Source: an optimization exercise on an open RTL-to-GDS flow (aim: small area, a short achievable clock period and few clock cycles). Production flows keep margins and buffers that such runs may drop.
In this exercise RTL edits were held to simulation tests only and were not proved equivalent to the original.
Power and IR drop assume default switching activity.

**design/flow/config.mk**
```make
export PLATFORM = sky130hd
export DESIGN_NAME = ahb_lite_fir_filter
export DESIGN_NICKNAME = ahb_lite_fir_filter
export VERILOG_FILES = /design/flow/design.v
export SDC_FILE = /design/flow/constraint.sdc
export NUM_CORES = 4
export LEC_CHECK = 0
export CAP_MARGIN = 30
export CORE_MARGIN = 2
export CORE_UTILIZATION = 40
export CTS_CLUSTER_DIAMETER = 100
export CTS_CLUSTER_SIZE = 20
export SETUP_SLACK_MARGIN = 5
export SLEW_MARGIN = 30
export TNS_END_PERCENT = 100
```
**design/flow/constraint.sdc**
```tcl
create_clock -name core_clock -period 10.0 [get_ports {clk}]
set_input_delay 2.0000 -clock core_clock [delete_from_list [all_inputs] [get_ports {clk}]]
set_output_delay 2.0000 -clock core_clock [all_outputs]
set_load 0.01 [all_outputs]
```
**design/flow/design.v**
```verilog
module magnitude(input logic [16:0] in, output logic [15:0] out);
    assign out = in[16] ? (~in[15:0] + 16'd1) : in[15:0];
endmodule
module mul_tree(
    input  logic [15:0] a,
    input  logic [15:0] b,
    output logic [32:0] ra,
    output logic [32:0] rb
);
    wire one0 = b[0] ^ 1'b0;
    wire two0 = (b[1] & ~b[0] & ~1'b0) | (~b[1] & b[0] & 1'b0);
    wire neg0 = b[1] & ~(b[0] & 1'b0);
    wire pp0_0 = ((one0 & a[0]) | (two0 & 1'b0)) ^ neg0;
    wire pp0_1 = ((one0 & a[1]) | (two0 & a[0])) ^ neg0;
    wire pp0_2 = ((one0 & a[2]) | (two0 & a[1])) ^ neg0;
    wire pp0_3 = ((one0 & a[3]) | (two0 & a[2])) ^ neg0;
    wire pp0_4 = ((one0 & a[4]) | (two0 & a[3])) ^ neg0;
    wire pp0_5 = ((one0 & a[5]) | (two0 & a[4])) ^ neg0;
    wire pp0_6 = ((one0 & a[6]) | (two0 & a[5])) ^ neg0;
    wire pp0_7 = ((one0 & a[7]) | (two0 & a[6])) ^ neg0;
    wire pp0_8 = ((one0 & a[8]) | (two0 & a[7])) ^ neg0;
    wire pp0_9 = ((one0 & a[9]) | (two0 & a[8])) ^ neg0;
    wire pp0_10 = ((one0 & a[10]) | (two0 & a[9])) ^ neg0;
    wire pp0_11 = ((one0 & a[11]) | (two0 & a[10])) ^ neg0;
    wire pp0_12 = ((one0 & a[12]) | (two0 & a[11])) ^ neg0;
    wire pp0_13 = ((one0 & a[13]) | (two0 & a[12])) ^ neg0;
    wire pp0_14 = ((one0 & a[14]) | (two0 & a[13])) ^ neg0;
    wire pp0_15 = ((one0 & a[15]) | (two0 & a[14])) ^ neg0;
    wire pp0_16 = ((one0 & 1'b0) | (two0 & a[15])) ^ neg0;
    wire one1 = b[2] ^ b[1];
    wire two1 = (b[3] & ~b[2] & ~b[1]) | (~b[3] & b[2] & b[1]);
    wire neg1 = b[3] & ~(b[2] & b[1]);
    wire pp1_0 = ((one1 & a[0]) | (two1 & 1'b0)) ^ neg1;
    wire pp1_1 = ((one1 & a[1]) | (two1 & a[0])) ^ neg1;
    wire pp1_2 = ((one1 & a[2]) | (two1 & a[1])) ^ neg1;
    wire pp1_3 = ((one1 & a[3]) | (two1 & a[2])) ^ neg1;
    wire pp1_4 = ((one1 & a[4]) | (two1 & a[3])) ^ neg1;
    wire pp1_5 = ((one1 & a[5]) | (two1 & a[4])) ^ neg1;
    wire pp1_6 = ((one1 & a[6]) | (two1 & a[5])) ^ neg1;
    wire pp1_7 = ((one1 & a[7]) | (two1 & a[6])) ^ neg1;
    wire pp1_8 = ((one1 & a[8]) | (two1 & a[7])) ^ neg1;
    wire pp1_9 = ((one1 & a[9]) | (two1 & a[8])) ^ neg1;
    wire pp1_10 = ((one1 & a[10]) | (two1 & a[9])) ^ neg1;
    wire pp1_11 = ((one1 & a[11]) | (two1 & a[10])) ^ neg1;
    wire pp1_12 = ((one1 & a[12]) | (two1 & a[11])) ^ neg1;
    wire pp1_13 = ((one1 & a[13]) | (two1 & a[12])) ^ neg1;
    wire pp1_14 = ((one1 & a[14]) | (two1 & a[13])) ^ neg1;
    wire pp1_15 = ((one1 & a[15]) | (two1 & a[14])) ^ neg1;
    wire pp1_16 = ((one1 & 1'b0) | (two1 & a[15])) ^ neg1;
    wire one2 = b[4] ^ b[3];
    wire two2 = (b[5] & ~b[4] & ~b[3]) | (~b[5] & b[4] & b[3]);
    wire neg2 = b[5] & ~(b[4] & b[3]);
    wire pp2_0 = ((one2 & a[0]) | (two2 & 1'b0)) ^ neg2;
    wire pp2_1 = ((one2 & a[1]) | (two2 & a[0])) ^ neg2;
    wire pp2_2 = ((one2 & a[2]) | (two2 & a[1])) ^ neg2;
    wire pp2_3 = ((one2 & a[3]) | (two2 & a[2])) ^ neg2;
    wire pp2_4 = ((one2 & a[4]) | (two2 & a[3])) ^ neg2;
    wire pp2_5 = ((one2 & a[5]) | (two2 & a[4])) ^ neg2;
    wire pp2_6 = ((one2 & a[6]) | (two2 & a[5])) ^ neg2;
    wire pp2_7 = ((one2 & a[7]) | (two2 & a[6])) ^ neg2;
    wire pp2_8 = ((one2 & a[8]) | (two2 & a[7])) ^ neg2;
    wire pp2_9 = ((one2 & a[9]) | (two2 & a[8])) ^ neg2;
    wire pp2_10 = ((one2 & a[10]) | (two2 & a[9])) ^ neg2;
    wire pp2_11 = ((one2 & a[11]) | (two2 & a[10])) ^ neg2;
    wire pp2_12 = ((one2 & a[12]) | (two2 & a[11])) ^ neg2;
    wire pp2_13 = ((one2 & a[13]) | (two2 & a[12])) ^ neg2;
    wire pp2_14 = ((one2 & a[14]) | (two2 & a[13])) ^ neg2;
    wire pp2_15 = ((one2 & a[15]) | (two2 & a[14])) ^ neg2;
    wire pp2_16 = ((one2 & 1'b0) | (two2 & a[15])) ^ neg2;
    wire one3 = b[6] ^ b[5];
    wire two3 = (b[7] & ~b[6] & ~b[5]) | (~b[7] & b[6] & b[5]);
    wire neg3 = b[7] & ~(b[6] & b[5]);
    wire pp3_0 = ((one3 & a[0]) | (two3 & 1'b0)) ^ neg3;
    wire pp3_1 = ((one3 & a[1]) | (two3 & a[0])) ^ neg3;
    wire pp3_2 = ((one3 & a[2]) | (two3 & a[1])) ^ neg3;
    wire pp3_3 = ((one3 & a[3]) | (two3 & a[2])) ^ neg3;
    wire pp3_4 = ((one3 & a[4]) | (two3 & a[3])) ^ neg3;
    wire pp3_5 = ((one3 & a[5]) | (two3 & a[4])) ^ neg3;
    wire pp3_6 = ((one3 & a[6]) | (two3 & a[5])) ^ neg3;
    wire pp3_7 = ((one3 & a[7]) | (two3 & a[6])) ^ neg3;
    wire pp3_8 = ((one3 & a[8]) | (two3 & a[7])) ^ neg3;
    wire pp3_9 = ((one3 & a[9]) | (two3 & a[8])) ^ neg3;
    wire pp3_10 = ((one3 & a[10]) | (two3 & a[9])) ^ neg3;
    wire pp3_11 = ((one3 & a[11]) | (two3 & a[10])) ^ neg3;
    wire pp3_12 = ((one3 & a[12]) | (two3 & a[11])) ^ neg3;
    wire pp3_13 = ((one3 & a[13]) | (two3 & a[12])) ^ neg3;
    wire pp3_14 = ((one3 & a[14]) | (two3 & a[13])) ^ neg3;
    wire pp3_15 = ((one3 & a[15]) | (two3 & a[14])) ^ neg3;
    wire pp3_16 = ((one3 & 1'b0) | (two3 & a[15])) ^ neg3;
    wire one4 = b[8] ^ b[7];
    wire two4 = (b[9] & ~b[8] & ~b[7]) | (~b[9] & b[8] & b[7]);
    wire neg4 = b[9] & ~(b[8] & b[7]);
    wire pp4_0 = ((one4 & a[0]) | (two4 & 1'b0)) ^ neg4;
    wire pp4_1 = ((one4 & a[1]) | (two4 & a[0])) ^ neg4;
    wire pp4_2 = ((one4 & a[2]) | (two4 & a[1])) ^ neg4;
    wire pp4_3 = ((one4 & a[3]) | (two4 & a[2])) ^ neg4;
    wire pp4_4 = ((one4 & a[4]) | (two4 & a[3])) ^ neg4;
    wire pp4_5 = ((one4 & a[5]) | (two4 & a[4])) ^ neg4;
    wire pp4_6 = ((one4 & a[6]) | (two4 & a[5])) ^ neg4;
    wire pp4_7 = ((one4 & a[7]) | (two4 & a[6])) ^ neg4;
    wire pp4_8 = ((one4 & a[8]) | (two4 & a[7])) ^ neg4;
    wire pp4_9 = ((one4 & a[9]) | (two4 & a[8])) ^ neg4;
    wire pp4_10 = ((one4 & a[10]) | (two4 & a[9])) ^ neg4;
    wire pp4_11 = ((one4 & a[11]) | (two4 & a[10])) ^ neg4;
    wire pp4_12 = ((one4 & a[12]) | (two4 & a[11])) ^ neg4;
    wire pp4_13 = ((one4 & a[13]) | (two4 & a[12])) ^ neg4;
    wire pp4_14 = ((one4 & a[14]) | (two4 & a[13])) ^ neg4;
    wire pp4_15 = ((one4 & a[15]) | (two4 & a[14])) ^ neg4;
    wire pp4_16 = ((one4 & 1'b0) | (two4 & a[15])) ^ neg4;
    wire one5 = b[10] ^ b[9];
    wire two5 = (b[11] & ~b[10] & ~b[9]) | (~b[11] & b[10] & b[9]);
    wire neg5 = b[11] & ~(b[10] & b[9]);
    wire pp5_0 = ((one5 & a[0]) | (two5 & 1'b0)) ^ neg5;
    wire pp5_1 = ((one5 & a[1]) | (two5 & a[0])) ^ neg5;
    wire pp5_2 = ((one5 & a[2]) | (two5 & a[1])) ^ neg5;
    wire pp5_3 = ((one5 & a[3]) | (two5 & a[2])) ^ neg5;
    wire pp5_4 = ((one5 & a[4]) | (two5 & a[3])) ^ neg5;
    wire pp5_5 = ((one5 & a[5]) | (two5 & a[4])) ^ neg5;
    wire pp5_6 = ((one5 & a[6]) | (two5 & a[5])) ^ neg5;
    wire pp5_7 = ((one5 & a[7]) | (two5 & a[6])) ^ neg5;
    wire pp5_8 = ((one5 & a[8]) | (two5 & a[7])) ^ neg5;
    wire pp5_9 = ((one5 & a[9]) | (two5 & a[8])) ^ neg5;
    wire pp5_10 = ((one5 & a[10]) | (two5 & a[9])) ^ neg5;
    wire pp5_11 = ((one5 & a[11]) | (two5 & a[10])) ^ neg5;
    wire pp5_12 = ((one5 & a[12]) | (two5 & a[11])) ^ neg5;
    wire pp5_13 = ((one5 & a[13]) | (two5 & a[12])) ^ neg5;
    wire pp5_14 = ((one5 & a[14]) | (two5 & a[13])) ^ neg5;
    wire pp5_15 = ((one5 & a[15]) | (two5 & a[14])) ^ neg5;
    wire pp5_16 = ((one5 & 1'b0) | (two5 & a[15])) ^ neg5;
    wire one6 = b[12] ^ b[11];
    wire two6 = (b[13] & ~b[12] & ~b[11]) | (~b[13] & b[12] & b[11]);
    wire neg6 = b[13] & ~(b[12] & b[11]);
    wire pp6_0 = ((one6 & a[0]) | (two6 & 1'b0)) ^ neg6;
    wire pp6_1 = ((one6 & a[1]) | (two6 & a[0])) ^ neg6;
    wire pp6_2 = ((one6 & a[2]) | (two6 & a[1])) ^ neg6;
    wire pp6_3 = ((one6 & a[3]) | (two6 & a[2])) ^ neg6;
    wire pp6_4 = ((one6 & a[4]) | (two6 & a[3])) ^ neg6;
    wire pp6_5 = ((one6 & a[5]) | (two6 & a[4])) ^ neg6;
    wire pp6_6 = ((one6 & a[6]) | (two6 & a[5])) ^ neg6;
    wire pp6_7 = ((one6 & a[7]) | (two6 & a[6])) ^ neg6;
    wire pp6_8 = ((one6 & a[8]) | (two6 & a[7])) ^ neg6;
    wire pp6_9 = ((one6 & a[9]) | (two6 & a[8])) ^ neg6;
    wire pp6_10 = ((one6 & a[10]) | (two6 & a[9])) ^ neg6;
    wire pp6_11 = ((one6 & a[11]) | (two6 & a[10])) ^ neg6;
    wire pp6_12 = ((one6 & a[12]) | (two6 & a[11])) ^ neg6;
    wire pp6_13 = ((one6 & a[13]) | (two6 & a[12])) ^ neg6;
    wire pp6_14 = ((one6 & a[14]) | (two6 & a[13])) ^ neg6;
    wire pp6_15 = ((one6 & a[15]) | (two6 & a[14])) ^ neg6;
    wire pp6_16 = ((one6 & 1'b0) | (two6 & a[15])) ^ neg6;
    wire one7 = b[14] ^ b[13];
    wire two7 = (b[15] & ~b[14] & ~b[13]) | (~b[15] & b[14] & b[13]);
    wire neg7 = b[15] & ~(b[14] & b[13]);
    wire pp7_0 = ((one7 & a[0]) | (two7 & 1'b0)) ^ neg7;
    wire pp7_1 = ((one7 & a[1]) | (two7 & a[0])) ^ neg7;
    wire pp7_2 = ((one7 & a[2]) | (two7 & a[1])) ^ neg7;
    wire pp7_3 = ((one7 & a[3]) | (two7 & a[2])) ^ neg7;
    wire pp7_4 = ((one7 & a[4]) | (two7 & a[3])) ^ neg7;
    wire pp7_5 = ((one7 & a[5]) | (two7 & a[4])) ^ neg7;
    wire pp7_6 = ((one7 & a[6]) | (two7 & a[5])) ^ neg7;
    wire pp7_7 = ((one7 & a[7]) | (two7 & a[6])) ^ neg7;
    wire pp7_8 = ((one7 & a[8]) | (two7 & a[7])) ^ neg7;
    wire pp7_9 = ((one7 & a[9]) | (two7 & a[8])) ^ neg7;
    wire pp7_10 = ((one7 & a[10]) | (two7 & a[9])) ^ neg7;
    wire pp7_11 = ((one7 & a[11]) | (two7 & a[10])) ^ neg7;
    wire pp7_12 = ((one7 & a[12]) | (two7 & a[11])) ^ neg7;
    wire pp7_13 = ((one7 & a[13]) | (two7 & a[12])) ^ neg7;
    wire pp7_14 = ((one7 & a[14]) | (two7 & a[13])) ^ neg7;
    wire pp7_15 = ((one7 & a[15]) | (two7 & a[14])) ^ neg7;
    wire pp7_16 = ((one7 & 1'b0) | (two7 & a[15])) ^ neg7;
    wire one8 = 1'b0 ^ b[15];
    wire two8 = (1'b0 & ~1'b0 & ~b[15]) | (~1'b0 & 1'b0 & b[15]);
    wire neg8 = 1'b0 & ~(1'b0 & b[15]);
    wire pp8_0 = ((one8 & a[0]) | (two8 & 1'b0)) ^ neg8;
    wire pp8_1 = ((one8 & a[1]) | (two8 & a[0])) ^ neg8;
    wire pp8_2 = ((one8 & a[2]) | (two8 & a[1])) ^ neg8;
    wire pp8_3 = ((one8 & a[3]) | (two8 & a[2])) ^ neg8;
    wire pp8_4 = ((one8 & a[4]) | (two8 & a[3])) ^ neg8;
    wire pp8_5 = ((one8 & a[5]) | (two8 & a[4])) ^ neg8;
    wire pp8_6 = ((one8 & a[6]) | (two8 & a[5])) ^ neg8;
    wire pp8_7 = ((one8 & a[7]) | (two8 & a[6])) ^ neg8;
    wire pp8_8 = ((one8 & a[8]) | (two8 & a[7])) ^ neg8;
    wire pp8_9 = ((one8 & a[9]) | (two8 & a[8])) ^ neg8;
    wire pp8_10 = ((one8 & a[10]) | (two8 & a[9])) ^ neg8;
    wire pp8_11 = ((one8 & a[11]) | (two8 & a[10])) ^ neg8;
    wire pp8_12 = ((one8 & a[12]) | (two8 & a[11])) ^ neg8;
    wire pp8_13 = ((one8 & a[13]) | (two8 & a[12])) ^ neg8;
    wire pp8_14 = ((one8 & a[14]) | (two8 & a[13])) ^ neg8;
    wire pp8_15 = ((one8 & a[15]) | (two8 & a[14])) ^ neg8;
    wire pp8_16 = ((one8 & 1'b0) | (two8 & a[15])) ^ neg8;
    wire hs0 = pp0_16 ^ pp1_14;
    wire hc0 = pp0_16 & pp1_14;
    wire fs1 = ~neg0 ^ pp1_15 ^ pp2_13;
    wire fc1 = (~neg0 & pp1_15) | (~neg0 & pp2_13) | (pp1_15 & pp2_13);
    wire hs2 = pp1_16 ^ pp2_14;
    wire hc2 = pp1_16 & pp2_14;
    wire hs3 = pp0_10 ^ pp1_8;
    wire hc3 = pp0_10 & pp1_8;
    wire hs4 = pp0_11 ^ pp1_9;
    wire hc4 = pp0_11 & pp1_9;
    wire fs5 = pp0_12 ^ pp1_10 ^ pp2_8;
    wire fc5 = (pp0_12 & pp1_10) | (pp0_12 & pp2_8) | (pp1_10 & pp2_8);
    wire hs6 = pp3_6 ^ pp4_4;
    wire hc6 = pp3_6 & pp4_4;
    wire fs7 = pp0_13 ^ pp1_11 ^ pp2_9;
    wire fc7 = (pp0_13 & pp1_11) | (pp0_13 & pp2_9) | (pp1_11 & pp2_9);
    wire hs8 = pp3_7 ^ pp4_5;
    wire hc8 = pp3_7 & pp4_5;
    wire fs9 = pp0_14 ^ pp1_12 ^ pp2_10;
    wire fc9 = (pp0_14 & pp1_12) | (pp0_14 & pp2_10) | (pp1_12 & pp2_10);
    wire fs10 = pp3_8 ^ pp4_6 ^ pp5_4;
    wire fc10 = (pp3_8 & pp4_6) | (pp3_8 & pp5_4) | (pp4_6 & pp5_4);
    wire hs11 = pp6_2 ^ pp7_0;
    wire hc11 = pp6_2 & pp7_0;
    wire fs12 = pp0_15 ^ pp1_13 ^ pp2_11;
    wire fc12 = (pp0_15 & pp1_13) | (pp0_15 & pp2_11) | (pp1_13 & pp2_11);
    wire fs13 = pp3_9 ^ pp4_7 ^ pp5_5;
    wire fc13 = (pp3_9 & pp4_7) | (pp3_9 & pp5_5) | (pp4_7 & pp5_5);
    wire hs14 = pp6_3 ^ pp7_1;
    wire hc14 = pp6_3 & pp7_1;
    wire fs15 = pp2_12 ^ pp3_10 ^ pp4_8;
    wire fc15 = (pp2_12 & pp3_10) | (pp2_12 & pp4_8) | (pp3_10 & pp4_8);
    wire fs16 = pp5_6 ^ pp6_4 ^ pp7_2;
    wire fc16 = (pp5_6 & pp6_4) | (pp5_6 & pp7_2) | (pp6_4 & pp7_2);
    wire fs17 = pp8_0 ^ neg8 ^ hs0;
    wire fc17 = (pp8_0 & neg8) | (pp8_0 & hs0) | (neg8 & hs0);
    wire fs18 = pp3_11 ^ pp4_9 ^ pp5_7;
    wire fc18 = (pp3_11 & pp4_9) | (pp3_11 & pp5_7) | (pp4_9 & pp5_7);
    wire fs19 = pp6_5 ^ pp7_3 ^ pp8_1;
    wire fc19 = (pp6_5 & pp7_3) | (pp6_5 & pp8_1) | (pp7_3 & pp8_1);
    wire fs20 = 1'b1 ^ fs1 ^ hc0;
    wire fc20 = (1'b1 & fs1) | (1'b1 & hc0) | (fs1 & hc0);
    wire fs21 = pp3_12 ^ pp4_10 ^ pp5_8;
    wire fc21 = (pp3_12 & pp4_10) | (pp3_12 & pp5_8) | (pp4_10 & pp5_8);
    wire fs22 = pp6_6 ^ pp7_4 ^ pp8_2;
    wire fc22 = (pp6_6 & pp7_4) | (pp6_6 & pp8_2) | (pp7_4 & pp8_2);
    wire fs23 = 1'b1 ^ hs2 ^ fc1;
    wire fc23 = (1'b1 & hs2) | (1'b1 & fc1) | (hs2 & fc1);
    wire fs24 = ~neg1 ^ pp2_15 ^ pp3_13;
    wire fc24 = (~neg1 & pp2_15) | (~neg1 & pp3_13) | (pp2_15 & pp3_13);
    wire fs25 = pp4_11 ^ pp5_9 ^ pp6_7;
    wire fc25 = (pp4_11 & pp5_9) | (pp4_11 & pp6_7) | (pp5_9 & pp6_7);
    wire fs26 = pp7_5 ^ pp8_3 ^ hc2;
    wire fc26 = (pp7_5 & pp8_3) | (pp7_5 & hc2) | (pp8_3 & hc2);
    wire fs27 = pp2_16 ^ pp3_14 ^ pp4_12;
    wire fc27 = (pp2_16 & pp3_14) | (pp2_16 & pp4_12) | (pp3_14 & pp4_12);
    wire fs28 = pp5_10 ^ pp6_8 ^ pp7_6;
    wire fc28 = (pp5_10 & pp6_8) | (pp5_10 & pp7_6) | (pp6_8 & pp7_6);
    wire hs29 = pp8_4 ^ 1'b1;
    wire hc29 = pp8_4 & 1'b1;
    wire fs30 = ~neg2 ^ pp3_15 ^ pp4_13;
    wire fc30 = (~neg2 & pp3_15) | (~neg2 & pp4_13) | (pp3_15 & pp4_13);
    wire fs31 = pp5_11 ^ pp6_9 ^ pp7_7;
    wire fc31 = (pp5_11 & pp6_9) | (pp5_11 & pp7_7) | (pp6_9 & pp7_7);
    wire fs32 = pp3_16 ^ pp4_14 ^ pp5_12;
    wire fc32 = (pp3_16 & pp4_14) | (pp3_16 & pp5_12) | (pp4_14 & pp5_12);
    wire hs33 = pp6_10 ^ pp7_8;
    wire hc33 = pp6_10 & pp7_8;
    wire fs34 = ~neg3 ^ pp4_15 ^ pp5_13;
    wire fc34 = (~neg3 & pp4_15) | (~neg3 & pp5_13) | (pp4_15 & pp5_13);
    wire hs35 = pp4_16 ^ pp5_14;
    wire hc35 = pp4_16 & pp5_14;
    wire hs36 = pp0_6 ^ pp1_4;
    wire hc36 = pp0_6 & pp1_4;
    wire hs37 = pp0_7 ^ pp1_5;
    wire hc37 = pp0_7 & pp1_5;
    wire fs38 = pp0_8 ^ pp1_6 ^ pp2_4;
    wire fc38 = (pp0_8 & pp1_6) | (pp0_8 & pp2_4) | (pp1_6 & pp2_4);
    wire hs39 = pp3_2 ^ pp4_0;
    wire hc39 = pp3_2 & pp4_0;
    wire fs40 = pp0_9 ^ pp1_7 ^ pp2_5;
    wire fc40 = (pp0_9 & pp1_7) | (pp0_9 & pp2_5) | (pp1_7 & pp2_5);
    wire hs41 = pp3_3 ^ pp4_1;
    wire hc41 = pp3_3 & pp4_1;
    wire fs42 = pp2_6 ^ pp3_4 ^ pp4_2;
    wire fc42 = (pp2_6 & pp3_4) | (pp2_6 & pp4_2) | (pp3_4 & pp4_2);
    wire fs43 = pp5_0 ^ neg5 ^ hs3;
    wire fc43 = (pp5_0 & neg5) | (pp5_0 & hs3) | (neg5 & hs3);
    wire fs44 = pp2_7 ^ pp3_5 ^ pp4_3;
    wire fc44 = (pp2_7 & pp3_5) | (pp2_7 & pp4_3) | (pp3_5 & pp4_3);
    wire fs45 = pp5_1 ^ hs4 ^ hc3;
    wire fc45 = (pp5_1 & hs4) | (pp5_1 & hc3) | (hs4 & hc3);
    wire fs46 = pp5_2 ^ pp6_0 ^ neg6;
    wire fc46 = (pp5_2 & pp6_0) | (pp5_2 & neg6) | (pp6_0 & neg6);
    wire fs47 = fs5 ^ hs6 ^ hc4;
    wire fc47 = (fs5 & hs6) | (fs5 & hc4) | (hs6 & hc4);
    wire fs48 = pp5_3 ^ pp6_1 ^ fs7;
    wire fc48 = (pp5_3 & pp6_1) | (pp5_3 & fs7) | (pp6_1 & fs7);
    wire fs49 = hs8 ^ fc5 ^ hc6;
    wire fc49 = (hs8 & fc5) | (hs8 & hc6) | (fc5 & hc6);
    wire fs50 = neg7 ^ fs9 ^ fs10;
    wire fc50 = (neg7 & fs9) | (neg7 & fs10) | (fs9 & fs10);
    wire fs51 = hs11 ^ fc7 ^ hc8;
    wire fc51 = (hs11 & fc7) | (hs11 & hc8) | (fc7 & hc8);
    wire fs52 = fs12 ^ fs13 ^ hs14;
    wire fc52 = (fs12 & fs13) | (fs12 & hs14) | (fs13 & hs14);
    wire fs53 = fc9 ^ fc10 ^ hc11;
    wire fc53 = (fc9 & fc10) | (fc9 & hc11) | (fc10 & hc11);
    wire fs54 = fs15 ^ fs16 ^ fs17;
    wire fc54 = (fs15 & fs16) | (fs15 & fs17) | (fs16 & fs17);
    wire fs55 = fc12 ^ fc13 ^ hc14;
    wire fc55 = (fc12 & fc13) | (fc12 & hc14) | (fc13 & hc14);
    wire fs56 = fs18 ^ fs19 ^ fs20;
    wire fc56 = (fs18 & fs19) | (fs18 & fs20) | (fs19 & fs20);
    wire fs57 = fc15 ^ fc16 ^ fc17;
    wire fc57 = (fc15 & fc16) | (fc15 & fc17) | (fc16 & fc17);
    wire fs58 = fs21 ^ fs22 ^ fs23;
    wire fc58 = (fs21 & fs22) | (fs21 & fs23) | (fs22 & fs23);
    wire fs59 = fc18 ^ fc19 ^ fc20;
    wire fc59 = (fc18 & fc19) | (fc18 & fc20) | (fc19 & fc20);
    wire fs60 = fs24 ^ fs25 ^ fs26;
    wire fc60 = (fs24 & fs25) | (fs24 & fs26) | (fs25 & fs26);
    wire fs61 = fc21 ^ fc22 ^ fc23;
    wire fc61 = (fc21 & fc22) | (fc21 & fc23) | (fc22 & fc23);
    wire fs62 = fs27 ^ fs28 ^ hs29;
    wire fc62 = (fs27 & fs28) | (fs27 & hs29) | (fs28 & hs29);
    wire fs63 = fc24 ^ fc25 ^ fc26;
    wire fc63 = (fc24 & fc25) | (fc24 & fc26) | (fc25 & fc26);
    wire fs64 = pp8_5 ^ fs30 ^ fs31;
    wire fc64 = (pp8_5 & fs30) | (pp8_5 & fs31) | (fs30 & fs31);
    wire fs65 = fc27 ^ fc28 ^ hc29;
    wire fc65 = (fc27 & fc28) | (fc27 & hc29) | (fc28 & hc29);
    wire fs66 = pp8_6 ^ 1'b1 ^ fs32;
    wire fc66 = (pp8_6 & 1'b1) | (pp8_6 & fs32) | (1'b1 & fs32);
    wire fs67 = hs33 ^ fc30 ^ fc31;
    wire fc67 = (hs33 & fc30) | (hs33 & fc31) | (fc30 & fc31);
    wire fs68 = pp6_11 ^ pp7_9 ^ pp8_7;
    wire fc68 = (pp6_11 & pp7_9) | (pp6_11 & pp8_7) | (pp7_9 & pp8_7);
    wire fs69 = fs34 ^ fc32 ^ hc33;
    wire fc69 = (fs34 & fc32) | (fs34 & hc33) | (fc32 & hc33);
    wire fs70 = pp6_12 ^ pp7_10 ^ pp8_8;
    wire fc70 = (pp6_12 & pp7_10) | (pp6_12 & pp8_8) | (pp7_10 & pp8_8);
    wire fs71 = 1'b1 ^ hs35 ^ fc34;
    wire fc71 = (1'b1 & hs35) | (1'b1 & fc34) | (hs35 & fc34);
    wire fs72 = ~neg4 ^ pp5_15 ^ pp6_13;
    wire fc72 = (~neg4 & pp5_15) | (~neg4 & pp6_13) | (pp5_15 & pp6_13);
    wire fs73 = pp7_11 ^ pp8_9 ^ hc35;
    wire fc73 = (pp7_11 & pp8_9) | (pp7_11 & hc35) | (pp8_9 & hc35);
    wire fs74 = pp5_16 ^ pp6_14 ^ pp7_12;
    wire fc74 = (pp5_16 & pp6_14) | (pp5_16 & pp7_12) | (pp6_14 & pp7_12);
    wire hs75 = pp8_10 ^ 1'b1;
    wire hc75 = pp8_10 & 1'b1;
    wire fs76 = ~neg5 ^ pp6_15 ^ pp7_13;
    wire fc76 = (~neg5 & pp6_15) | (~neg5 & pp7_13) | (pp6_15 & pp7_13);
    wire hs77 = pp6_16 ^ pp7_14;
    wire hc77 = pp6_16 & pp7_14;
    wire hs78 = pp0_4 ^ pp1_2;
    wire hc78 = pp0_4 & pp1_2;
    wire hs79 = pp0_5 ^ pp1_3;
    wire hc79 = pp0_5 & pp1_3;
    wire fs80 = pp2_2 ^ pp3_0 ^ neg3;
    wire fc80 = (pp2_2 & pp3_0) | (pp2_2 & neg3) | (pp3_0 & neg3);
    wire fs81 = pp2_3 ^ pp3_1 ^ hs37;
    wire fc81 = (pp2_3 & pp3_1) | (pp2_3 & hs37) | (pp3_1 & hs37);
    wire fs82 = neg4 ^ fs38 ^ hs39;
    wire fc82 = (neg4 & fs38) | (neg4 & hs39) | (fs38 & hs39);
    wire fs83 = fs40 ^ hs41 ^ fc38;
    wire fc83 = (fs40 & hs41) | (fs40 & fc38) | (hs41 & fc38);
    wire fs84 = fs42 ^ fs43 ^ fc40;
    wire fc84 = (fs42 & fs43) | (fs42 & fc40) | (fs43 & fc40);
    wire fs85 = fs44 ^ fs45 ^ fc42;
    wire fc85 = (fs44 & fs45) | (fs44 & fc42) | (fs45 & fc42);
    wire fs86 = fs46 ^ fs47 ^ fc44;
    wire fc86 = (fs46 & fs47) | (fs46 & fc44) | (fs47 & fc44);
    wire fs87 = fs48 ^ fs49 ^ fc46;
    wire fc87 = (fs48 & fs49) | (fs48 & fc46) | (fs49 & fc46);
    wire fs88 = fs50 ^ fs51 ^ fc48;
    wire fc88 = (fs50 & fs51) | (fs50 & fc48) | (fs51 & fc48);
    wire fs89 = fs52 ^ fs53 ^ fc50;
    wire fc89 = (fs52 & fs53) | (fs52 & fc50) | (fs53 & fc50);
    wire fs90 = fs54 ^ fs55 ^ fc52;
    wire fc90 = (fs54 & fs55) | (fs54 & fc52) | (fs55 & fc52);
    wire fs91 = fs56 ^ fs57 ^ fc54;
    wire fc91 = (fs56 & fs57) | (fs56 & fc54) | (fs57 & fc54);
    wire fs92 = fs58 ^ fs59 ^ fc56;
    wire fc92 = (fs58 & fs59) | (fs58 & fc56) | (fs59 & fc56);
    wire fs93 = fs60 ^ fs61 ^ fc58;
    wire fc93 = (fs60 & fs61) | (fs60 & fc58) | (fs61 & fc58);
    wire fs94 = fs62 ^ fs63 ^ fc60;
    wire fc94 = (fs62 & fs63) | (fs62 & fc60) | (fs63 & fc60);
    wire fs95 = fs64 ^ fs65 ^ fc62;
    wire fc95 = (fs64 & fs65) | (fs64 & fc62) | (fs65 & fc62);
    wire fs96 = fs66 ^ fs67 ^ fc64;
    wire fc96 = (fs66 & fs67) | (fs66 & fc64) | (fs67 & fc64);
    wire fs97 = fs68 ^ fs69 ^ fc66;
    wire fc97 = (fs68 & fs69) | (fs68 & fc66) | (fs69 & fc66);
    wire fs98 = fs70 ^ fs71 ^ fc68;
    wire fc98 = (fs70 & fs71) | (fs70 & fc68) | (fs71 & fc68);
    wire fs99 = fs72 ^ fs73 ^ fc70;
    wire fc99 = (fs72 & fs73) | (fs72 & fc70) | (fs73 & fc70);
    wire fs100 = fs74 ^ hs75 ^ fc72;
    wire fc100 = (fs74 & hs75) | (fs74 & fc72) | (hs75 & fc72);
    wire fs101 = pp8_11 ^ fs76 ^ fc74;
    wire fc101 = (pp8_11 & fs76) | (pp8_11 & fc74) | (fs76 & fc74);
    wire fs102 = pp8_12 ^ 1'b1 ^ hs77;
    wire fc102 = (pp8_12 & 1'b1) | (pp8_12 & hs77) | (1'b1 & hs77);
    wire fs103 = ~neg6 ^ pp7_15 ^ pp8_13;
    wire fc103 = (~neg6 & pp7_15) | (~neg6 & pp8_13) | (pp7_15 & pp8_13);
    wire hs104 = pp7_16 ^ pp8_14;
    wire hc104 = pp7_16 & pp8_14;
    wire hs105 = pp0_2 ^ pp1_0;
    wire hc105 = pp0_2 & pp1_0;
    wire hs106 = pp0_3 ^ pp1_1;
    wire hc106 = pp0_3 & pp1_1;
    wire fs107 = pp2_0 ^ neg2 ^ hs78;
    wire fc107 = (pp2_0 & neg2) | (pp2_0 & hs78) | (neg2 & hs78);
    wire fs108 = pp2_1 ^ hs79 ^ hc78;
    wire fc108 = (pp2_1 & hs79) | (pp2_1 & hc78) | (hs79 & hc78);
    wire fs109 = hs36 ^ fs80 ^ hc79;
    wire fc109 = (hs36 & fs80) | (hs36 & hc79) | (fs80 & hc79);
    wire fs110 = hc36 ^ fs81 ^ fc80;
    wire fc110 = (hc36 & fs81) | (hc36 & fc80) | (fs81 & fc80);
    wire fs111 = hc37 ^ fs82 ^ fc81;
    wire fc111 = (hc37 & fs82) | (hc37 & fc81) | (fs82 & fc81);
    wire fs112 = hc39 ^ fs83 ^ fc82;
    wire fc112 = (hc39 & fs83) | (hc39 & fc82) | (fs83 & fc82);
    wire fs113 = hc41 ^ fs84 ^ fc83;
    wire fc113 = (hc41 & fs84) | (hc41 & fc83) | (fs84 & fc83);
    wire fs114 = fc43 ^ fs85 ^ fc84;
    wire fc114 = (fc43 & fs85) | (fc43 & fc84) | (fs85 & fc84);
    wire fs115 = fc45 ^ fs86 ^ fc85;
    wire fc115 = (fc45 & fs86) | (fc45 & fc85) | (fs86 & fc85);
    wire fs116 = fc47 ^ fs87 ^ fc86;
    wire fc116 = (fc47 & fs87) | (fc47 & fc86) | (fs87 & fc86);
    wire fs117 = fc49 ^ fs88 ^ fc87;
    wire fc117 = (fc49 & fs88) | (fc49 & fc87) | (fs88 & fc87);
    wire fs118 = fc51 ^ fs89 ^ fc88;
    wire fc118 = (fc51 & fs89) | (fc51 & fc88) | (fs89 & fc88);
    wire fs119 = fc53 ^ fs90 ^ fc89;
    wire fc119 = (fc53 & fs90) | (fc53 & fc89) | (fs90 & fc89);
    wire fs120 = fc55 ^ fs91 ^ fc90;
    wire fc120 = (fc55 & fs91) | (fc55 & fc90) | (fs91 & fc90);
    wire fs121 = fc57 ^ fs92 ^ fc91;
    wire fc121 = (fc57 & fs92) | (fc57 & fc91) | (fs92 & fc91);
    wire fs122 = fc59 ^ fs93 ^ fc92;
    wire fc122 = (fc59 & fs93) | (fc59 & fc92) | (fs93 & fc92);
    wire fs123 = fc61 ^ fs94 ^ fc93;
    wire fc123 = (fc61 & fs94) | (fc61 & fc93) | (fs94 & fc93);
    wire fs124 = fc63 ^ fs95 ^ fc94;
    wire fc124 = (fc63 & fs95) | (fc63 & fc94) | (fs95 & fc94);
    wire fs125 = fc65 ^ fs96 ^ fc95;
    wire fc125 = (fc65 & fs96) | (fc65 & fc95) | (fs96 & fc95);
    wire fs126 = fc67 ^ fs97 ^ fc96;
    wire fc126 = (fc67 & fs97) | (fc67 & fc96) | (fs97 & fc96);
    wire fs127 = fc69 ^ fs98 ^ fc97;
    wire fc127 = (fc69 & fs98) | (fc69 & fc97) | (fs98 & fc97);
    wire fs128 = fc71 ^ fs99 ^ fc98;
    wire fc128 = (fc71 & fs99) | (fc71 & fc98) | (fs99 & fc98);
    wire fs129 = fc73 ^ fs100 ^ fc99;
    wire fc129 = (fc73 & fs100) | (fc73 & fc99) | (fs100 & fc99);
    wire fs130 = hc75 ^ fs101 ^ fc100;
    wire fc130 = (hc75 & fs101) | (hc75 & fc100) | (fs101 & fc100);
    wire fs131 = fc76 ^ fs102 ^ fc101;
    wire fc131 = (fc76 & fs102) | (fc76 & fc101) | (fs102 & fc101);
    wire fs132 = hc77 ^ fs103 ^ fc102;
    wire fc132 = (hc77 & fs103) | (hc77 & fc102) | (fs103 & fc102);
    wire fs133 = 1'b1 ^ hs104 ^ fc103;
    wire fc133 = (1'b1 & hs104) | (1'b1 & fc103) | (hs104 & fc103);
    wire fs134 = ~neg7 ^ pp8_15 ^ hc104;
    wire fc134 = (~neg7 & pp8_15) | (~neg7 & hc104) | (pp8_15 & hc104);
    wire hs135 = pp8_16 ^ 1'b1;
    wire hc135 = pp8_16 & 1'b1;
    assign ra = {hs135, fs134, fs133, fs132, fs131, fs130, fs129, fs128, fs127, fs126, fs125, fs124, fs123, fs122, fs121, fs120, fs119, fs118, fs117, fs116, fs115, fs114, fs113, fs112, fs111, fs110, fs109, fs108, fs107, hs106, neg1, pp0_1, pp0_0};
    assign rb = {fc134, fc133, fc132, fc131, fc130, fc129, fc128, fc127, fc126, fc125, fc124, fc123, fc122, fc121, fc120, fc119, fc118, fc117, fc116, fc115, fc114, fc113, fc112, fc111, fc110, fc109, fc108, fc107, hc106, hc105, hs105, 1'b0, neg0};
endmodule
module fir_filter(
    input  logic        clk,
    input  logic        n_rst,
    input  logic        start_sample,    
    input  logic        start_load,      
    input  logic [15:0] new_sample,      
    input  logic [63:0] coeff_regs,      
    output logic        busy,
    output logic        err,
    output logic [16:0] r_q              
);
    logic [15:0] x0, x1, x2;             
    logic [15:0] f0, f1, f2, f3;         
    logic [16:0] q3;                     
    logic [16:0] qd;                     
    logic        e1, e2;                 
    logic [3:0]  s1;                     
    logic [3:0]  s2;                     
    logic        ld;                     
    logic [15:0] ma, mb;
    logic [32:0] ra, rb;                 
    logic [32:0] pa, pb;                 
    assign x0 = new_sample;
    always_comb begin
        ma = s1[1] ? x1 : (s1[2] ? x2 : x0);
        mb = ({16{s1[0]}} & f0) | ({16{s1[3]}} & f1) | ({16{s1[1]}} & f2) | ({16{s1[2]}} & f3);
    end
    mul_tree tree(.a(ma), .b(mb), .ra(ra), .rb(rb));
    always_ff @(posedge clk) begin
        pa <= ra;
        pb <= rb;
    end
    logic [14:0] lo;
    logic        c15;
    logic [16:0] xs;
    assign {c15, lo} = {1'b0, pa[14:0]} + {1'b0, pb[14:0]};
    assign xs = pa[31:15] + pb[31:15] + {16'd0, c15};
    wire e0 = xs[16];
    logic [17:0] ea, eb, na, nq3;
    logic [17:0] s1a, c1a, s2a, c2a;
    logic [17:0] t3, t4;
    always_comb begin
        ea  = pa[32:15];
        eb  = pb[32:15];
        if (s2[3])           na = ~{2'b00, qd[16] ? 16'd0 : qd[15:0]};
        else if (s2[0] & ~e1) na = ~{qd[16], qd};
        else                 na = '1;
        nq3 = ~{2'b00, q3[15:0]};
        s1a = ea ^ eb ^ na;
        c1a = {((ea[16:0] & eb[16:0]) | (ea[16:0] & na[16:0]) | (eb[16:0] & na[16:0])), c15};
        t3  = s1a + c1a + 18'd1;
        s2a = s1a ^ c1a ^ nq3;
        c2a = {((s1a[16:0] & c1a[16:0]) | (s1a[16:0] & nq3[16:0]) | (c1a[16:0] & nq3[16:0])), 1'b1};
        t4  = s2a + c2a + 18'd1;
    end
    logic        ovf3, ovf4, e_next;
    logic [16:0] r;
    always_comb begin
        ovf3 = ~e2 & ~t3[17] & t3[16];
        ovf4 = t4[17] & ~t4[16];
        e_next = 1'b1;
        if (e0)                               r = 17'd0;
        else if (e1 | e2 | ovf3 | q3[16])     r = t3[16:0];
        else begin
            r = t4[16:0];
            e_next = ovf4;
        end
    end
    wire acc = s2[0];
    always_ff @(posedge clk, negedge n_rst) begin
        if (!n_rst) begin
            x1 <= '0; x2 <= '0;
            f0 <= '0; f1 <= '0; f2 <= '0; f3 <= '0;
            q3 <= '0; qd <= '0; e1 <= 1'b0; e2 <= 1'b0;
            s1 <= '0; s2 <= '0; ld <= 1'b0;
            busy <= 1'b0; err <= 1'b0; r_q <= '0;
        end else begin
            if (start_sample) begin
                x1 <= x0;
                x2 <= x1;
            end
            if (start_load) begin
                f0 <= coeff_regs[15:0];
                f1 <= coeff_regs[31:16];
                f2 <= coeff_regs[47:32];
                f3 <= coeff_regs[63:48];
            end
            if (s2[1]) qd <= t3[16:0];
            if (s2[2]) q3 <= t3[16:0];
            if (s2[3]) begin
                qd <= t3[16:0];
                e1 <= e0;
                e2 <= qd[16];
            end
            if (acc) begin
                r_q <= r;
                err <= e_next;
            end else if (start_load) begin
                err <= 1'b0;
            end
            if (start_sample)    s1 <= 4'b0001;
            else if (start_load) s1 <= 4'b0010;
            else                 s1 <= {s1[2:0], 1'b0};
            s2 <= s1;
            if (start_sample)    ld <= 1'b0;
            else if (start_load) ld <= 1'b1;
            busy <= start_sample | start_load | (~ld & s1[0]) | (ld & (s1[1] | s1[2] | s1[3]));
        end
    end
endmodule
module ahb_lite_fir_filter(
    input logic clk,
    input logic n_rst,
    input logic hsel,
    input logic [3:0] haddr,
    input logic hsize,
    input logic [1:0] htrans,
    input logic hwrite,
    input logic [15:0] hwdata,
    output logic [15:0] hrdata,
    output logic hresp
);
    logic        wr_q;           
    logic [3:0]  a_q;
    logic        sz_q;
    logic [13:4][7:0] regs;      
    logic [7:1]  reg14;          
    logic        busy, err;
    logic [15:0] fir_out;
    logic [16:0] r_q;
    logic [13:4] be;
    assign hresp = hsel & ((hwrite & ((haddr <= 4'd3) | (haddr == 4'd15)))
                         | (~hwrite & (haddr == 4'd15)));
    always_comb begin
        for (int i = 4; i <= 13; i++)
            be[i] = wr_q & (a_q[3:1] == i[3:1]) & (sz_q | (a_q[0] == i[0]));
    end
    wire be14 = wr_q & (a_q == 4'd14);
    wire start_sample = be[4] | be[5];
    wire start_load = be14 & hwdata[0];
    always_ff @(posedge clk, negedge n_rst) begin
        if (!n_rst) begin
            wr_q <= 1'b0;
            a_q <= '0;
            sz_q <= 1'b0;
            for (int i = 4; i <= 13; i++) regs[i] <= '0;
            reg14 <= '0;
        end else begin
            wr_q <= hsel & (htrans != 2'b00) & hwrite & ~hresp;
            a_q <= haddr;
            sz_q <= hsize;
            for (int i = 4; i <= 13; i++)
                if (be[i]) regs[i] <= i[0] ? hwdata[15:8] : hwdata[7:0];
            if (be14) reg14 <= hwdata[0] ? 7'd0 : hwdata[7:1];
        end
    end
    magnitude mag_u(.in(r_q), .out(fir_out));
    logic [7:0] rb [0:15];
    always_comb begin
        rb[0] = {7'd0, busy};
        rb[1] = {7'd0, err};
        rb[2] = fir_out[7:0];
        rb[3] = fir_out[15:8];
        for (int i = 4; i <= 13; i++) rb[i] = regs[i];
        rb[14] = {reg14, 1'b0};
        rb[15] = 8'd0;
        hrdata[15:8] = (a_q == 4'd14 || (!sz_q && !a_q[0])) ? 8'd0 : rb[{a_q[3:1], 1'b1}];
        hrdata[7:0]  = (!sz_q && a_q[0]) ? 8'd0 : rb[{a_q[3:1], 1'b0}];
    end
    fir_filter filt(
        .clk(clk), .n_rst(n_rst),
        .start_sample(start_sample), .start_load(start_load),
        .new_sample({regs[5], regs[4]}),
        .coeff_regs({regs[13], regs[12], regs[11], regs[10], regs[9], regs[8], regs[7], regs[6]}),
        .busy(busy), .err(err), .r_q(r_q)
    );
endmodule
```
**design/flow/run.sh**
```bash
#!/bin/bash
# synth_recipe.tcl (not shown) runs the flow's synth.tcl, then flattens the netlist and writes it again
# the make line also repeats each setting of config.mk as NAME=value (left out here)
make -C /OpenROAD-flow-scripts/flow DESIGN_CONFIG=/design/flow/config.mk WORK_HOME=/design/flow/orfs CLKGATE_MAP_FILE= SYNTH_SCRIPT=/design/flow/synth_recipe.tcl finish
```
==> metrics.yaml, run 1 <==
outcome:
  outcome: "finished clean"
detailed_routing:
  drt-pass1-iter-count: 6
  wl_met1_mm: 27.3
  via_per_inst: 5.42
  met2_length_mm: 29.2
  drtIter0Drc: 1340
  wl_met3_mm: 4.18
  drcViolationCount: 0
  highest_layer: "met4"
  vias: 16700
  drt-wirelength-per-cell_um: 20.3
  ant_nets: 0
  wl_mm: 62.9
global_route:
  antenna_found_initial: 1
  grt_usage: 0.224
  grt_first_pass_wirelength_mm: 98.8
  grt_overflow: 0
  grt_pass1_vias: 16800
  grt_max_degree: 125
critical_path:
  crit_path_end_kind: "output port"
  cp_slowest_stage_delay_ps: 490
  cp_cell_sequence: "nor3_2, nand2_1, or3_4, or4_4, o41ai_4, xnor2_2, a21oi_2, nor2_1, dlygate4sd2_1"
  setup.worst_path.end: "hrdata[13]"
  cp.required_ps: 8000
  slowest_stage: "or4_4"
  cp_max_fo: 3
  crit_start: "filt.r_q[4]"
  critPathLaunchType: "flop"
  r2r-start: "filt.pb[8]"
  reg2reg_slack_ps: 5200
  arrival_ps: 3140
  ff2ff_path_depth: 17
  crit_type: "flop to output port"
  r2r-end: "filt.r_q[2]"
yosys:
  yosys_register_bits: 317
  synth_area_leaders: "dfrtp_1 29%, fa_1 13%, nand2_1 8.6%, mux2_2 6.1%, dfxtp_1 5.9%"
  ys_warn_count: 3
  synth_nets: 2620
  syn-cell-area_mm2: 0.0219
  synth_cells: 2356
  async_reset_ff_frac: 0.798
  synth_top_area_frac: 0.289
  ys_seq_area_frac: 0.348
  synth_cell_types: 75
  yosys.area.top_type: "dfrtp_1"
  synth_edf_count: 0
  synth_ff_type: "dfrtp_1"
  synth_area_per_cell_um2: 9.29
power:
  p_leak_nw: 11.3
  p_int_mw: 3.12
  max-vdd-ir-drop_mv: 0.183
  p_sw_frac: 0.449
  seq_power_share: 0.306
  p_total_mw: 5.67
  powerDensity_mw_per_mm2: 232
  combPwrFrac: 0.523
  p_switching_mw: 2.55
  p_clk_frac: 0.171
clocking:
  cts_made_buffers: 23
  root_buffer: "clkbuf_16"
  cts_hold_buf: 0
  cts_tree: "done"
  clock_sink_count: 317
  clk_pin_slew_ps: 90
  clk_latency_ps: 590
  clockBufferDepth: 3
  h-tree-depth: 1
sta:
  clock.fmax_mhz: 195
  period_needed_ps: 5140
  slew_viol_final: 0
  fin_hold_ws_ps: 477
  setup_tns_ps: 0
  layout_setup_ws_ps: 4860
  maxSlewHeadroom: 0.308
  rsz0062_at_grt: "true"
  tightest_slew_ps: 1030
  hold_violations: 0
  setup_violations: 0
  timing.final.crit_share: 0.514
  fin_skew_ps: 35.0
final_layout:
  drive_gt1_frac: 0.125
  syn_to_final_growth_pct: 11.5
  fin_cells: 3091
  nFillCells: 5110
  diodes: 0
  final_cell_mix: "502 x nand2_1, 245 x dfrtp_1, 221 x inv_1, 146 x o21ai_0, 141 x xnor2_1"
  nets: 2642
  final_common_cell: "nand2_1"
placed_design:
  place_congestion: 0.929
  dpl.hpwl_mm: 45.7
  dpl.cell_count: 3030
  portBuffers: 43
  dp_slack_ps: 4240
floorplanning:
  fp.dieArea_mm2: 0.0566
  initial_utilization: 0.406
  io_pins: 44
  die_w_um: 238
  rows: 85
  core_mm2: 0.0539
  fp.dieH_um: 238
min_path:
  hold_class: "flop to flop"
run:
  drv_cap: 0
-- state kept, by name, summed over array words and instances, names as in the netlist, 4 cells and up --
| signal | cells |
|---|---|
| filt.q3 | 17 |
| filt.pb | 32 |
| regs | 80 |
| filt.s1 | 4 |
| filt.r_q | 17 |
| filt.x2 | 16 |
| reg14 | 7 |
| filt.pa | 32 |
| filt.f1 | 16 |
| a_q | 4 |
| filt.f2 | 16 |
| filt.qd | 17 |
| filt.f0 | 16 |
| filt.x1 | 16 |
| filt.f3 | 16 |
| filt.s2 | 4 |
-- cell type report --
type / instances / area, µm² / share of cell area
clock inverter: 8 / 115 / 0.00472
timing repair inverter: 1 / 5.00 / 0.000205
multi-input combinational: 1707 / 13400 / 0.549
inverter: 228 / 868 / 0.0356
tap: 696 / 871 / 0.0357
clock buffer: 34 / 617 / 0.0253
timing repair buffer: 100 / 911 / 0.0373
sequential: 317 / 7620 / 0.312
-- cells by family after synthesis --
| kind of cell | count (synthesis) | synth area share |
|---|---|---|
| flip-flops | 317 | 0.348 |
| XOR/XNOR | 174 | 0.0696 |
| adder cells (fa/ha/maj) | 237 | 0.182 |
| buffers and inverters | 332 | 0.0586 |
| AND/OR/NAND/NOR | 726 | 0.140 |
| AO/OA/AOI/OAI | 396 | 0.114 |
| multiplexers | 174 | 0.0883 |
-- routing by layer --
layer | track usage | up-vias
met5 | 0 | -
met4 | 0.0766 | 0
li1 | - | 7819
met1 | 0.308 | 8240
met3 | 0.0323 | 119
met2 | 0.363 | 565
-- stage by stage --
step | area, µm² | util
6_report | 24400 | 0.453
5_1_grt | 24400 | 0.453
4_1_cts | 24200 | 0.449
3_5_place_dp | 23100 | 0.429
3_3_place_gp | 23100 | 0.428
2_1_floorplan | 21900 | -
-- synth_stat cells, types with 28 or more instances --
| cell | count |
|---|---|
| mux2i_1 | 51 |
| a21oi_1 | 62 |
| fa_1 | 137 |
| inv_1 | 223 |
| xor2_1 | 28 |
| mux2_2 | 119 |
| dfxtp_1 | 64 |
| o21ai_0 | 147 |
| xnor2_1 | 146 |
| nor2_1 | 90 |
| ha_1 | 100 |
| dfrtp_1 | 253 |
| a22oi_1 | 31 |
| nand2_1 | 503 |
| clkbuf_1 | 64 |
-- critical path, delay by kind of cell (launching register included) --
| family | cells | cell delay (ps) |
|---|---|---|
| simple gates | 5 | 1160 |
| compound gates | 2 | 510 |
| flops | 1 | 440 |
| buf+inv | 1 | 290 |
| xor+xnor | 1 | 170 |
-- power groups by stage --
stage	sequential, mW	combinational (mW)	clock, mW
6_report	1.74	2.96	0.967
5_1_grt	1.77	3.22	1.05
4_1_cts	1.73	2.88	1.00
3_5_place_dp	1.74	2.78	0
3_3_place_gp	1.74	2.77	0
2_1_floorplan	1.65	1.95	0
-- what timing repair did --
action                                  CTS  global route
gates resized for setup                  67            33
buffers inserted                         12             4
pin swaps                                10            11
gates cloned                              0             1
endpoints found under the setup margin   58            48
-- worst min-delay path by stage --
stage          slack (ps)  cells after the start  startpoint         end
4_1_cts               480                      2  filt.x2[2]  filt.x2[2]
3_3_place_gp          450                      2    reg14[2]    reg14[2]
6_report              480                      2    reg14[4]    reg14[4]
3_5_place_dp          460                      2    reg14[4]    reg14[4]
5_1_grt               500                      2  filt.x2[9]  filt.x2[9]
2_1_floorplan         350                      0  filt.s1[2]  filt.s2[2]
Testbench counts, summed over its fixed seeds: cycles 2,696.
==> inputs of run 2 (changes only) <==
--- a/design/flow/config.mk
+++ b/design/flow/config.mk
@@ -8,7 +8,7 @@
 export CAP_MARGIN = 30
 export CORE_MARGIN = 2
-export CORE_UTILIZATION = 40
+export CORE_UTILIZATION = 55
 export CTS_CLUSTER_DIAMETER = 100
-export CTS_CLUSTER_SIZE = 20
+export CTS_CLUSTER_SIZE = 30
 export SETUP_SLACK_MARGIN = 5
 export SLEW_MARGIN = 30
==> run 2 against run 1 <==
Compared with the run above: non-clock buffer count grew 5; register-to-register slack lost 30 ps; first-iteration DRC count grew 18%; critical path type unchanged; setup slack gained 170 ps; flip-flop and latch count is the same; maximum frequency grew 3.5%; total power shrank 1.5%; highest routed layer unchanged; combinational power grew 2%; cell count shrank 5.9%.
==> metrics.yaml, run 2 <==
outcome:
  outcome: "finished clean"
min_path:
  hold_class: "flop to flop"
final_layout:
  largest_reg_flops: 80  # unchanged
  syn_to_final_growth_pct: 10.3
  regMostFlops: "regs"
  top_regs: "regs: 80 flops, filt.pa: 32 flops, filt.pb: 32 flops"
  nFillCells: 3461  # -32%
  fin_cells: 2910  # -5.9%
  final_common_cell: "nand2_1"
  nets: 2640  # -0.076%
  drive_gt1_frac: 0.128  # +0.00346
  final_cell_mix: "502 x nand2_1, 245 x dfrtp_1, 221 x inv_1, 145 x o21ai_0, 141 x xnor2_1"
  final_core_util: 0.611  # +0.158
  diodes: 0  # unchanged
critical_path:
  cp_max_fo: 2  # -1
  worst_path_dominant_cell_family: "simple AND/OR/NAND/NOR gates"
  cp_cell_sequence: "nor3_2, nand2_1, or3_4, buf_12, o31ai_4, xnor2_2, a221oi_2, nor2_1, clkdlybuf4s50_1"
  arrival_ps: 2960  # -180 ps
  slowest_stage: "clkdlybuf4s50_1"
  crit_type: "flop to output port"
  cp_slowest_stage_delay_ps: 550  # +60 ps
  critPathLaunchType: "flop"
  cp.required_ps: 8000  # about the same
  cp_num_buf_inv: 2  # +1
  crit_path_end_kind: "output port"
global_route:
  grt_overflow: 0  # unchanged
  grt_pass1_vias: 17400  # +3.3%
  grt_usage: 0.312  # +0.0880
  grt_max_degree: 178  # +42%
  antenna_found_initial: 0  # -1
  grt_first_pass_wirelength_mm: 99.9  # +1.1%
sta:
  timing.final.crit_share: 0.496  # -0.0173
  rsz0062_at_grt: "true"
  setup_tns_ps: 0  # unchanged
  fin_skew_ps: 30.0  # -4.98 ps
  period_needed_ps: 4960  # -173 ps
  clock.fmax_mhz: 201  # +3.5%
  maxSlewHeadroom: 0.269  # -0.0393
  tightest_slew_ps: 1090  # +57.2 ps
  hold_violations: 0  # unchanged
  setup_violations: 0  # unchanged
  slew_viol_final: 0  # unchanged
  layout_setup_ws_ps: 5040  # +173 ps
yosys:
  synth_nets: 2620  # unchanged
  yosys.area.top_type: "dfrtp_1"
  yosys_register_bits: 317  # unchanged
  synth_area_leaders: "dfrtp_1 29%, fa_1 13%, nand2_1 8.6%, mux2_2 6.1%, dfxtp_1 5.9%"
  synth_top_area_frac: 0.289  # unchanged
  async_reset_ff_frac: 0.798  # unchanged
  ys_warn_count: 3  # unchanged
  ys_seq_area_frac: 0.348  # unchanged
  synth_cells: 2356  # unchanged
  yosys-top-cells-count: "503 x nand2_1, 253 x dfrtp_1, 223 x inv_1, 147 x o21ai_0, 146 x xnor2_1"
  synth_cell_types: 75  # unchanged
  syn-cell-area_mm2: 0.0219  # unchanged
  synth_area_per_cell_um2: 9.29  # unchanged
  synth_edf_count: 0  # unchanged
  synth_ff_type: "dfrtp_1"
  yosysMostFrequentCell: "nand2_1"
power:
  max-vdd-ir-drop_mv: 0.200  # +9.5%
  p_clk_frac: 0.148  # -0.023
  p_sw_frac: 0.450  # +0.00117
  powerDensity_mw_per_mm2: 231  # -0.51%
  p_switching_mw: 2.51  # -1.3%
  p_int_mw: 3.07  # -1.7%
  combPwrFrac: 0.541  # +0.018
  p_leak_nw: 11.3  # -0.40%
  seq_power_share: 0.310  # +0.004
detailed_routing:
  wl_mm: 63.3  # +0.73%
  ant_nets: 0  # unchanged
  via_per_inst: 5.81  # +7.2%
  drt-wirelength-per-cell_um: 21.8  # +7.0%
  drtIter0Drc: 1586  # +18%
  highest_layer: "met4"
  drcViolationCount: 0  # unchanged
  wl_met1_mm: 27.3  # +0.18%
  vias: 16900  # +0.94%
  wl_met3_mm: 4.09  # -2.2%
  met2_length_mm: 30.2  # +3.3%
  drt-pass1-iter-count: 6  # unchanged
clocking:
  h-tree-depth: 1  # unchanged
  clock_sink_count: 317  # unchanged
  cts_made_buffers: 16  # -30%
  clockBufferDepth: 3  # unchanged
  clk_pin_slew_ps: 120  # +30 ps
  root_buffer: "clkbuf_16"
  clk_latency_ps: 550  # -40 ps
  cts_tree: "done"
floorplanning:
  fp.dieH_um: 204  # -14%
  die_w_um: 204  # -14%
  initial_utilization: 0.554  # +0.148
  fp.dieArea_mm2: 0.0414  # -27%
  rows: 73  # -14%
  io_pins: 44  # unchanged
  core_mm2: 0.0395  # -27%
placed_design:
  portBuffers: 43  # unchanged
  place_congestion: 0.908  # -2.3%
  dp_slack_ps: 4280  # +38.3 ps
  dpl.hpwl_mm: 45.4  # -0.69%
  dpl.cell_count: 2859  # -5.6%
run:
  drv_cap: 0  # unchanged
[run 2: tightest hold or removal path: cells and delay by family, from the launching register on]
family | cells | cell delay (ps)
flops | 1 | 360
simple gates | 2 | 100
[run 2: worst paths after layout]
path | endpoint | slack, ps | start | depth (start not counted)
min | reg14[6] | 490 | reg14[6] | 2
max | hrdata[9] | 5040 | filt.r_q[1] | 9
max reg2reg | filt.pa[17] | 5170 | filt.s1[3] | 13
min reg2reg | reg14[6] | 490 | reg14[6] | 2
max in group asynchronous | filt.s1[1] | 7080 | n_rst | 3
min in group asynchronous | filt.qd[5] | 1440 | n_rst | 1
[run 2: logic make-up (layout without fill, tap and decap cells)]
family	after synthesis	in the layout	synth area share
adders and majority gates	237	237	0.182
xor gates and xnor gates	174	174	0.0696
buffers and inverters	332	361	0.0586
muxes	174	174	0.0883
AOI/OAI and AO/OA	396	396	0.114
DFF	317	317	0.348
and+or+nand+nor	726	726	0.140
[run 2: through the flow]
step	hold WS (ps)	power (mW)	area, µm²
after global placement	451	4.49	22900
after global routing	510	5.94	24100
final	486	5.58	24100
after CTS	488	5.45	23800
after detailed placement	461	4.50	22900
after floorplan	349	3.60	21900
[run 2: repair_timing]
action | in CTS | in global routing
cloned | 0 | 1
hold buffers | 0 | 0
buffers inserted | 13 | 7
setup endpoints to repair | 65 | 37
pin swaps | 18 | 17
gates resized for setup | 82 | 32
[run 2: per-layer routing]
metal,GRT usage,up-vias
met4,0.0931,0
met5,0,-
li1,-,7795
met3,0.0419,109
met1,0.434,8402
met2,0.513,595
[run 2: cell type report]
type | count | area (µm²) | area share
multi-input combinational | 1707 | 13500 | 0.558
sequential | 317 | 7620 | 0.316
timing repair buffer | 105 | 968 | 0.0401
inverter | 228 | 868 | 0.0360
tap | 525 | 657 | 0.0272
clock buffer | 21 | 440 | 0.0182
clock inverter | 6 | 108 | 0.00446
timing repair inverter | 1 | 5.00 | 0.000207
[run 2: power groups by stage]
stage	sequential, mW	clock, mW	combinational (mW)
floorplan	1.65	0	1.95
global placement	1.73	0	2.76
detailed placement	1.74	0	2.76
CTS	1.72	0.851	2.88
global route	1.76	0.901	3.28
finish	1.73	0.828	3.02
==> inputs of run 3 (changes only) <==
--- a/design/flow/config.mk
+++ b/design/flow/config.mk
@@ -8,5 +8,5 @@
 export CAP_MARGIN = 30
 export CORE_MARGIN = 2
-export CORE_UTILIZATION = 55
+export CORE_UTILIZATION = 65
 export CTS_CLUSTER_DIAMETER = 100
 export CTS_CLUSTER_SIZE = 30
==> run 3 against run 2 <==
Compared with the run above: clock skew grew 20 ps; die area is 15% lower; first-iteration DRC count is 5.7% lower; sequential power is essentially flat; sequential share of layout area is 0.39 points higher; critical path depth did not move; flip-flop and latch count is the same; synthesized cell count unchanged; clock power decreased by 2.8%; total power down 1.5%; largest cell class unchanged.
==> metrics.yaml, run 3 <==
yosys:
  synth-compound-area-share: 0.114  # unchanged
  synth_top_family_by_area: "adder cells"
  synth_cell_types: 75  # unchanged
  synth_area_per_cell_um2: 9.29  # unchanged
  yosys.area.top_type: "dfrtp_1"
  yosys_register_bits: 317  # unchanged
  synthXorXnorAreaFrac: 0.0696  # unchanged
  yosys.area_share.simple: 0.140  # unchanged
  synth_edf_count: 0  # unchanged
  synth_fa_ha_area_frac: 0.182  # unchanged
  muxShareOfSynthArea: 0.0883  # unchanged
  synth_cells: 2356  # unchanged
  async_reset_ff_frac: 0.798  # unchanged
  synth_top_area_frac: 0.289  # unchanged
  ys_warn_count: 3  # unchanged
  synth_ff_type: "dfrtp_1"
  syn-cell-area_mm2: 0.0219  # unchanged
  synth_area_leaders: "dfrtp_1 29%, fa_1 13%, nand2_1 8.6%, mux2_2 6.1%, dfxtp_1 5.9%"
  yosys-top-cells-count: "503 x nand2_1, 253 x dfrtp_1, 223 x inv_1, 147 x o21ai_0, 146 x xnor2_1"
  yosysMostFrequentCell: "nand2_1"
  synth_nets: 2620  # unchanged
  ys_seq_area_frac: 0.348  # unchanged
power:
  powerDensity_mw_per_mm2: 231  # -0.23%
  p_leak_nw: 11.2  # -0.76%
  p_total_mw: 5.50  # -1.5%
  max-vdd-ir-drop_mv: 0.245  # +22%
critical_path:
  crit_start: "filt.r_q[4]"
  crit_type: "flop to output port"
  reg2reg_slack_ps: 5080  # -90 ps
  arrival_ps: 3080  # +120 ps
  crit_path_end_kind: "output port"
  ff2ff_path_depth: 18  # +5
  r2r-end: "filt.err"
  r2r-start: "filt.s2[0]"
  cp.required_ps: 8000  # about the same
  critPathLaunchType: "flop"
  cp_max_fo: 3  # +1
detailed_routing:
  vias: 17200  # +2.0%
  ant_nets: 0  # unchanged
  drcViolationCount: 0  # unchanged
  drtIter0Drc: 1495  # -5.7%
  wl_mm: 60.9  # -3.8%
  via_per_inst: 6.11  # +5.2%
  drt-wirelength-per-cell_um: 21.6  # -0.76%
  drt-pass1-iter-count: 5  # -1
floorplanning:
  fp.dieArea_mm2: 0.0352  # -15%
  initial_utilization: 0.656  # +0.103
  rows: 67  # -8.2%
  io_pins: 44  # unchanged
  core_mm2: 0.0334  # -16%
  die_w_um: 188  # -7.9%
  fp.dieH_um: 188  # -7.9%
final_layout:
  design_area_mm2: 0.0239  # -1.2%
  syn_to_final_growth_pct: 8.95
  nFillCells: 2645  # -24%
  regMostFlops: "regs"
  final_cell_mix: "502 x nand2_1, 244 x dfrtp_1, 221 x inv_1, 145 x o21ai_0, 142 x xnor2_1"
  diodes: 0  # unchanged
  drive_gt1_frac: 0.123  # -0.00488
  top_regs: "regs: 80 flops, filt.pa: 32 flops, filt.pb: 32 flops"
  nets: 2628  # -0.45%
  final_common_cell: "nand2_1"
  largest_reg_flops: 80  # unchanged
global_route:
  grt_usage: 0.351  # +0.0383
  antenna_found_initial: 0  # unchanged
  grt_max_degree: 115  # -35%
  grt_first_pass_wirelength_mm: 96.5  # -3.3%
  grt_overflow: 0  # unchanged
  grt_pass1_vias: 17500  # +0.63%
sta:
  slew_viol_final: 0  # unchanged
  rsz0062_at_grt: "true"
  hold_violations: 0  # unchanged
  setup_violations: 0  # unchanged
  period_needed_ps: 5080  # +115 ps
  tightest_slew_ps: 1050  # -38.1 ps
  setup_tns_ps: 0  # unchanged
  timing.final.crit_share: 0.508  # +0.0115
  fin_hold_ws_ps: 444  # -41.5 ps
  clock.fmax_mhz: 197  # -2.3%
  maxSlewHeadroom: 0.295  # +0.0265
  fin_skew_ps: 49.6  # +19.6 ps
min_path:
  holdCritStartpoint: "filt.s1[1]"
  hold_class: "flop to flop"
  holdPathStages: 0  # -2
  min_to: "filt.s2[1]"
outcome:
  outcome: "finished clean"
placed_design:
  dpl.hpwl_mm: 44.2  # -2.7%
  place_congestion: 0.936  # +3.0%
  portBuffers: 43  # unchanged
  place_area_mm2: 0.0228  # -0.56%
clocking:
  cts_hold_buf: 0  # unchanged
  cts_made_buffers: 16  # unchanged
  h-tree-depth: 1  # unchanged
  cts_tree: "done"
  clk_pin_slew_ps: 120  # about the same
  root_buffer: "clkbuf_16"
  clock_sink_count: 317  # unchanged
  clockBufferDepth: 3  # unchanged
  clk_latency_ps: 560  # about the same
run:
  drv_cap: 0  # unchanged
-- run 3: critical path: stages, from the launching register on --
cell and delay, ps:
dfrtp_2 470, nor3_2 180, nand2_1 90, or3_4 340, or4_4 480, o41ai_4 270, xnor2_2 170, a21oi_1 130
nor2_1 160, clkdlybuf4s15_2 240
-- run 3: worst max-delay path by stage --
stage                   endpoint  slack (ps)  depth (start not counted)
floorplan            filt.pa[17]        5170                         18
global placement    filt.r_q[11]        4370                         15
detailed placement  filt.r_q[11]        4150                         15
CTS                   hrdata[13]        4890                          9
global route          hrdata[13]        4810                          9
finish                hrdata[13]        4920                          9
-- run 3: kinds of logic (layout without fill, tap and decap cells) --
kind of cell | after synthesis | in the layout
simple gates | 726 | 726
compound gates | 396 | 396
buf+inv | 332 | 350
flops | 317 | 317
fa+ha+maj | 237 | 237
xor+xnor | 174 | 174
mux | 174 | 174
-- run 3: where the power goes --
part	switching, mW	internal, mW	leakage (nW)
clock	0.474	0.332	0.257
sequential	0.235	1.51	3.79
combinational	1.78	1.17	7.13
-- run 3: area by class of cell --
class	instances	area, µm²	share of cell area
clock buffers	22	433	0.0182
clock inverters	6	100	0.00420
inverters	228	868	0.0364
multi-input cells	1707	13400	0.562
flip-flops and latches	317	7620	0.320
well taps	448	561	0.0235
repair buffers	94	863	0.0362
-- run 3: per-stage QoR --
| stage | cells | utilization | setup slack (ps) |
|---|---|---|---|
| floorplan | 2356 | - | 5170 |
| finish | 2822 | 0.715 | 4920 |
| CTS | 2814 | 0.707 | 4890 |
| global placement | 2780 | 0.683 | 4370 |
| detailed placement | 2780 | 0.683 | 4150 |
| global route | 2822 | 0.715 | 4810 |
-- run 3: timing repair --
action                                  in CTS  in global routing
hold endpoints to repair                     0                  0
endpoints found under the setup margin      62                 49
gates resized for setup                     66                 38
setup buffers                                6                  6
pin swaps                                    9                  9
-- run 3: per-layer routing --
layer	track usage	wire, µm
met1	0.476	25000
met2	0.567	28400
met3	0.0674	5100
met4	0.124	2510
met5	0	0

## re-timing with driven ports
The flow's constraints put no driver on any port. The routed layouts listed below were extracted and timed again, unchanged, in two steps.
Step 1, drivers: a clkbuf_16 drives clk and a buf_2 each remaining input, both assumed.
Step 2, shift: input delay + t, output delay - t, t = (earliest + latest rising clock arrival at the registers) / 2. This alone moves slack from input paths to output paths.
Three values: ideal, step 1, step 2; two values: the first two.
run | t (ns) | setup WS [ns] | hold WS [ns]
run 1 | 0.627 | 4.862 / 4.803 / 5.117 | 0.477 / 0.477 / 0.477
run 2 | 0.593 | 5.035 / 4.976 / 5.134 | 0.486 / 0.486 / 0.486
run 3 | 0.590 | 4.921 / 4.864 / 5.083 | 0.444 / 0.444 / 0.444
After both steps every run listed still meets setup and hold.
